What follows belongs to an exercise in optimizing a design on an open flow for small area; a production flow would make more cautious choices.
The RTL was checked by simulation tests, not by an equivalence proof against the original design.
The clock port is modelled as an ideal driver, which makes a skipped or thinned clock tree look cheaper than it is; a real chip needs a root buffer or a tree.
Power figures rest on the tool's default switching activity, not on a simulated workload.

==> flow/design.v <==
module i2s_mask (
	input i2s_clk,  
	input i2s_data,     
	input [3:0] addr_x,
	input [3:0] addr_y,
	input rst_n,
	output reg[5:0] row_num,
	output led_clk,
	output led_data,
	output led_lat,
	output led_oe
	);
	reg data_ph;         
	reg [1:0] b;         
	reg [1:0] mlo;       
	reg m5;              
	reg [2:0] m42;       
	reg [3:0] c;
	reg [3:0] cw;
	reg [1:0] mwl;       
	reg [3:0] mwh;
	reg [3:0] nx;        
	reg [5:0] h;
	reg led_clk_en;
	wire [3:0] mhi = {m5, m42};
	assign led_clk = led_clk_en;
	assign led_data = i2s_data;
	assign led_oe = 1'b1;
	assign led_lat = ~data_ph & (mlo == 2'd0) & (b == 2'd1) & ~m5;
	wire blk_end = b[1] & ~b[0];
	wire c_wrap = (c == 4'd15);
	wire cw_wrap = (cw == 4'd15);
	wire row_end = blk_end & c_wrap;
	wire mhi_inc = data_ph & row_end & (mlo == 2'b10);
	wire frame_end = mhi_inc & (mhi == 4'd15);
	wire hdr_end = ~data_ph & blk_end & (mlo == 2'b10);
	wire [3:0] mhi_next = data_ph ? mhi + 4'd1 : {mhi[2:0], ~i2s_data};
	wire mhi_en = data_ph ? mhi_inc : (mlo == 2'd1);
	always @(posedge i2s_clk or negedge rst_n) begin
		if (~rst_n) begin
			data_ph <= 1'b0;
			b <= 2'd0;
			mlo <= 2'd0;
			m5 <= 1'b1;
			led_clk_en <= 1'b0;
			row_num <= 6'd0;
		end else begin
			b <= {b[0], ~b[1]};
			if (hdr_end) data_ph <= 1'b1;
			if (frame_end) data_ph <= 1'b0;
			if (data_ph ? row_end : blk_end) mlo <= {mlo[0], ~mlo[1]};
			if (mhi_en) m5 <= mhi_next[3];
			led_clk_en <= data_ph & cw_wrap & (mwh == 4'd15);
			if (frame_end) row_num <= h;
		end
	end
	always @(posedge i2s_clk) begin
		if (mhi_en) m42 <= mhi_next[2:0];
		if (data_ph) begin
			if (blk_end) begin
				c <= c_wrap ? nx : c + 4'd1;
				cw <= cw_wrap ? nx : cw + 4'd1;
				if (cw_wrap) begin
					mwl <= {mwl[0], ~mwl[1]};
					if (mwl == 2'b10) mwh <= mwh + 4'd1;
				end
			end
		end else begin
			h <= {h[4:0], i2s_data};
			if (mlo == 2'd0) nx <= {nx[2:0], ~i2s_data};
			c <= nx;
			cw <= ~addr_x;
			mwl <= 2'b00;
			mwh <= ~addr_y;
		end
	end
endmodule
module top(
	input i2s_clk,
	input i2s_data,
	input [3:0] addr_x,
	input [3:0] addr_y,
	input rst_n,
	output [5:0] row_num,
	output led_clk,
	output led_data,
	output led_lat,
	output led_oe
	);
	i2s_mask mask(
		.i2s_data(i2s_data),
		.i2s_clk(i2s_clk),
		.addr_x(addr_x),
		.addr_y(addr_y),
		.rst_n(rst_n),
		.row_num(row_num),
		.led_clk(led_clk),
		.led_data(led_data),
		.led_lat(led_lat),
		.led_oe(led_oe)
		);
endmodule
Settings: LEC_CHECK=0, CAP_MARGIN=20, CORE_AREA=2 2 59 59, DIE_AREA=0 0 61 61, SLEW_MARGIN=20; clock period 8.0 ns.
standard.sh (not shown) runs the stock make flow with config.mk's settings and CLKGATE_MAP_FILE= SYNTH_SCRIPT=/design/flow/synth_recipe.tcl, a recipe that flattens the netlist after the stock synthesis.
==> flow/flow/run.sh <==
#!/bin/bash
# Standard ORFS layout with these changes: the port buffers use the smallest
# buffer, and the clock tree is a few clock buffers placed at the centres of
# the registers they drive (flow/cts.tcl) instead of TritonCTS's H-tree.
# After floorplanning, OpenROAD's restructure re-maps the combinational logic
# for area (flow/restructure.tcl); registers are untouched.
# Before repair_design every cell is set to its smallest drive strength
# (flow/downsize.tcl); repair_design then sizes up what needs it.
set -e
export BUFFER_PORTS_ARGS="-buffer_cell sky130_fd_sc_hd__buf_1"
export PRE_CTS_TCL="$PWD/flow/cts.tcl"
export POST_FLOORPLAN_TCL="$PWD/flow/restructure.tcl"
export PRE_RESIZE_TCL="$PWD/flow/downsize.tcl"
export FLOW_CLK_NBUF=${FLOW_CLK_NBUF:-4}
export FLOW_CLK_BUF=${FLOW_CLK_BUF:-sky130_fd_sc_hd__clkbuf_4}
bash standard.sh > standard.log 2>&1
==> flow/flow/restructure.tcl <==
# Area recovery on the synthesized netlist: OpenROAD's restructure re-maps the
# combinational logic with ABC for area. Registers are not touched.
set rmp_dir $::env(OBJECTS_DIR)/restructure
file mkdir $rmp_dir
log_cmd report_design_area
log_cmd restructure -target area \
  -liberty_file [lindex $::env(LIB_FILES) 0] \
  -tielo_port [join $::env(TIELO_CELL_AND_PORT) /] \
  -tiehi_port [join $::env(TIEHI_CELL_AND_PORT) /] \
  -work_dir $rmp_dir -abc_logfile $rmp_dir/abc.log
log_cmd report_design_area
Other scripts of this flow, unchanged in this note and not shown: flow/flow/cts.tcl, flow/flow/downsize.tcl
Next try:
Settings changed: ABC_AREA set to 1.
Effect: Register-to-register slack is better by 90 ps. Routed wire length rises by 2.3%. Worst setup slack is better by 8.2 ps. Clock skew rises by 5.7 ps. Flip-flop and latch count does not change.
Next try:
==> flow/flow/run.sh (replaced) <==
#!/bin/bash
# Standard ORFS layout with two changes: the port buffers use the smallest
# buffer, and the clock tree is a few clock buffers placed at the centres of
# the registers they drive (flow/cts.tcl) instead of TritonCTS's H-tree.
# Before repair_design every cell is set to its smallest drive strength
# (flow/downsize.tcl); repair_design then sizes up what needs it.
set -e
export BUFFER_PORTS_ARGS="-buffer_cell sky130_fd_sc_hd__buf_1"
export PRE_CTS_TCL="$PWD/flow/cts.tcl"
export PRE_RESIZE_TCL="$PWD/flow/downsize.tcl"
export FLOW_CLK_NBUF=${FLOW_CLK_NBUF:-4}
export FLOW_CLK_BUF=${FLOW_CLK_BUF:-sky130_fd_sc_hd__clkbuf_4}
bash standard.sh > standard.log 2>&1
Settings changed: ABC_AREA 1 to not set.
removed: flow/flow/restructure.tcl
Effect: The changed run produced a clean layout. Global-route usage goes up by 0.79 points. Fmax goes down by 4.1%. Final cell count does not change. Combinational power goes up by about 4%. Design area goes up by 7.0%. Hold slack gets better by 48 ps. Worst setup slack gets worse by 150 ps. Power goes up by about 1.1%. Wire length goes up by about 1.5%. Utilization goes up by 4.1 points. Via count goes up by 2.6%.
Next try:
Settings changed: ABC_AREA set to 1.
- The new run finished with timing, DRC and antenna clean
- global-route usage is lower by 0.50 points
- critical path depth went down by 1
- sequential share of layout area grows by 1.0 points
- combinational power fell by a few percent
- via count goes up by a few percent
- synthesized cell count climbs by a quarter to a third
- worst setup slack improves by 160 ps
In every run of this note, the design's own scripts or RTL, not TritonCTS, make the clock network.

-- port drivers added, routing unchanged --
How much do the figures lean on ideal ports? The routed layouts below were timed once more, with nothing changed but the port constraints. Step 1 sets driving cells, clkbuf_16 on the clock port and buf_2 on the other inputs (assumed; they add their load-dependent delay and slew). Step 2 times the ports against the registers' clock, not the clock port: input delays grow and output delays shrink by t, the midpoint of the rising clock arrivals with the driver on. Three values: ideal, step 1, step 2; two values: the first two.
run | shift t [ns] | setup WS [ns] | latest minus earliest clock arrival (ns) | worst register clock-pin slew, ns
the first run | 0.202 | 4.470 / 4.450 / 4.450 | 0.005 / 0.005 | 0.10 / 0.10
the second run | 0.199 | 4.478 / 4.457 / 4.457 | 0.011 / 0.010 | 0.10 / 0.10
the third run | 0.203 | 4.328 / 4.286 / 4.475 | 0.006 / 0.006 | 0.11 / 0.10
the fourth run | 0.200 | 4.490 / 4.465 / 4.465 | 0.011 / 0.010 | 0.10 / 0.10
After both steps setup and hold are still met in every run listed. For the fourth run, which loses most, drivers alone change the setup slack by -0.025 ns; drivers and shift together by -0.025 ns.
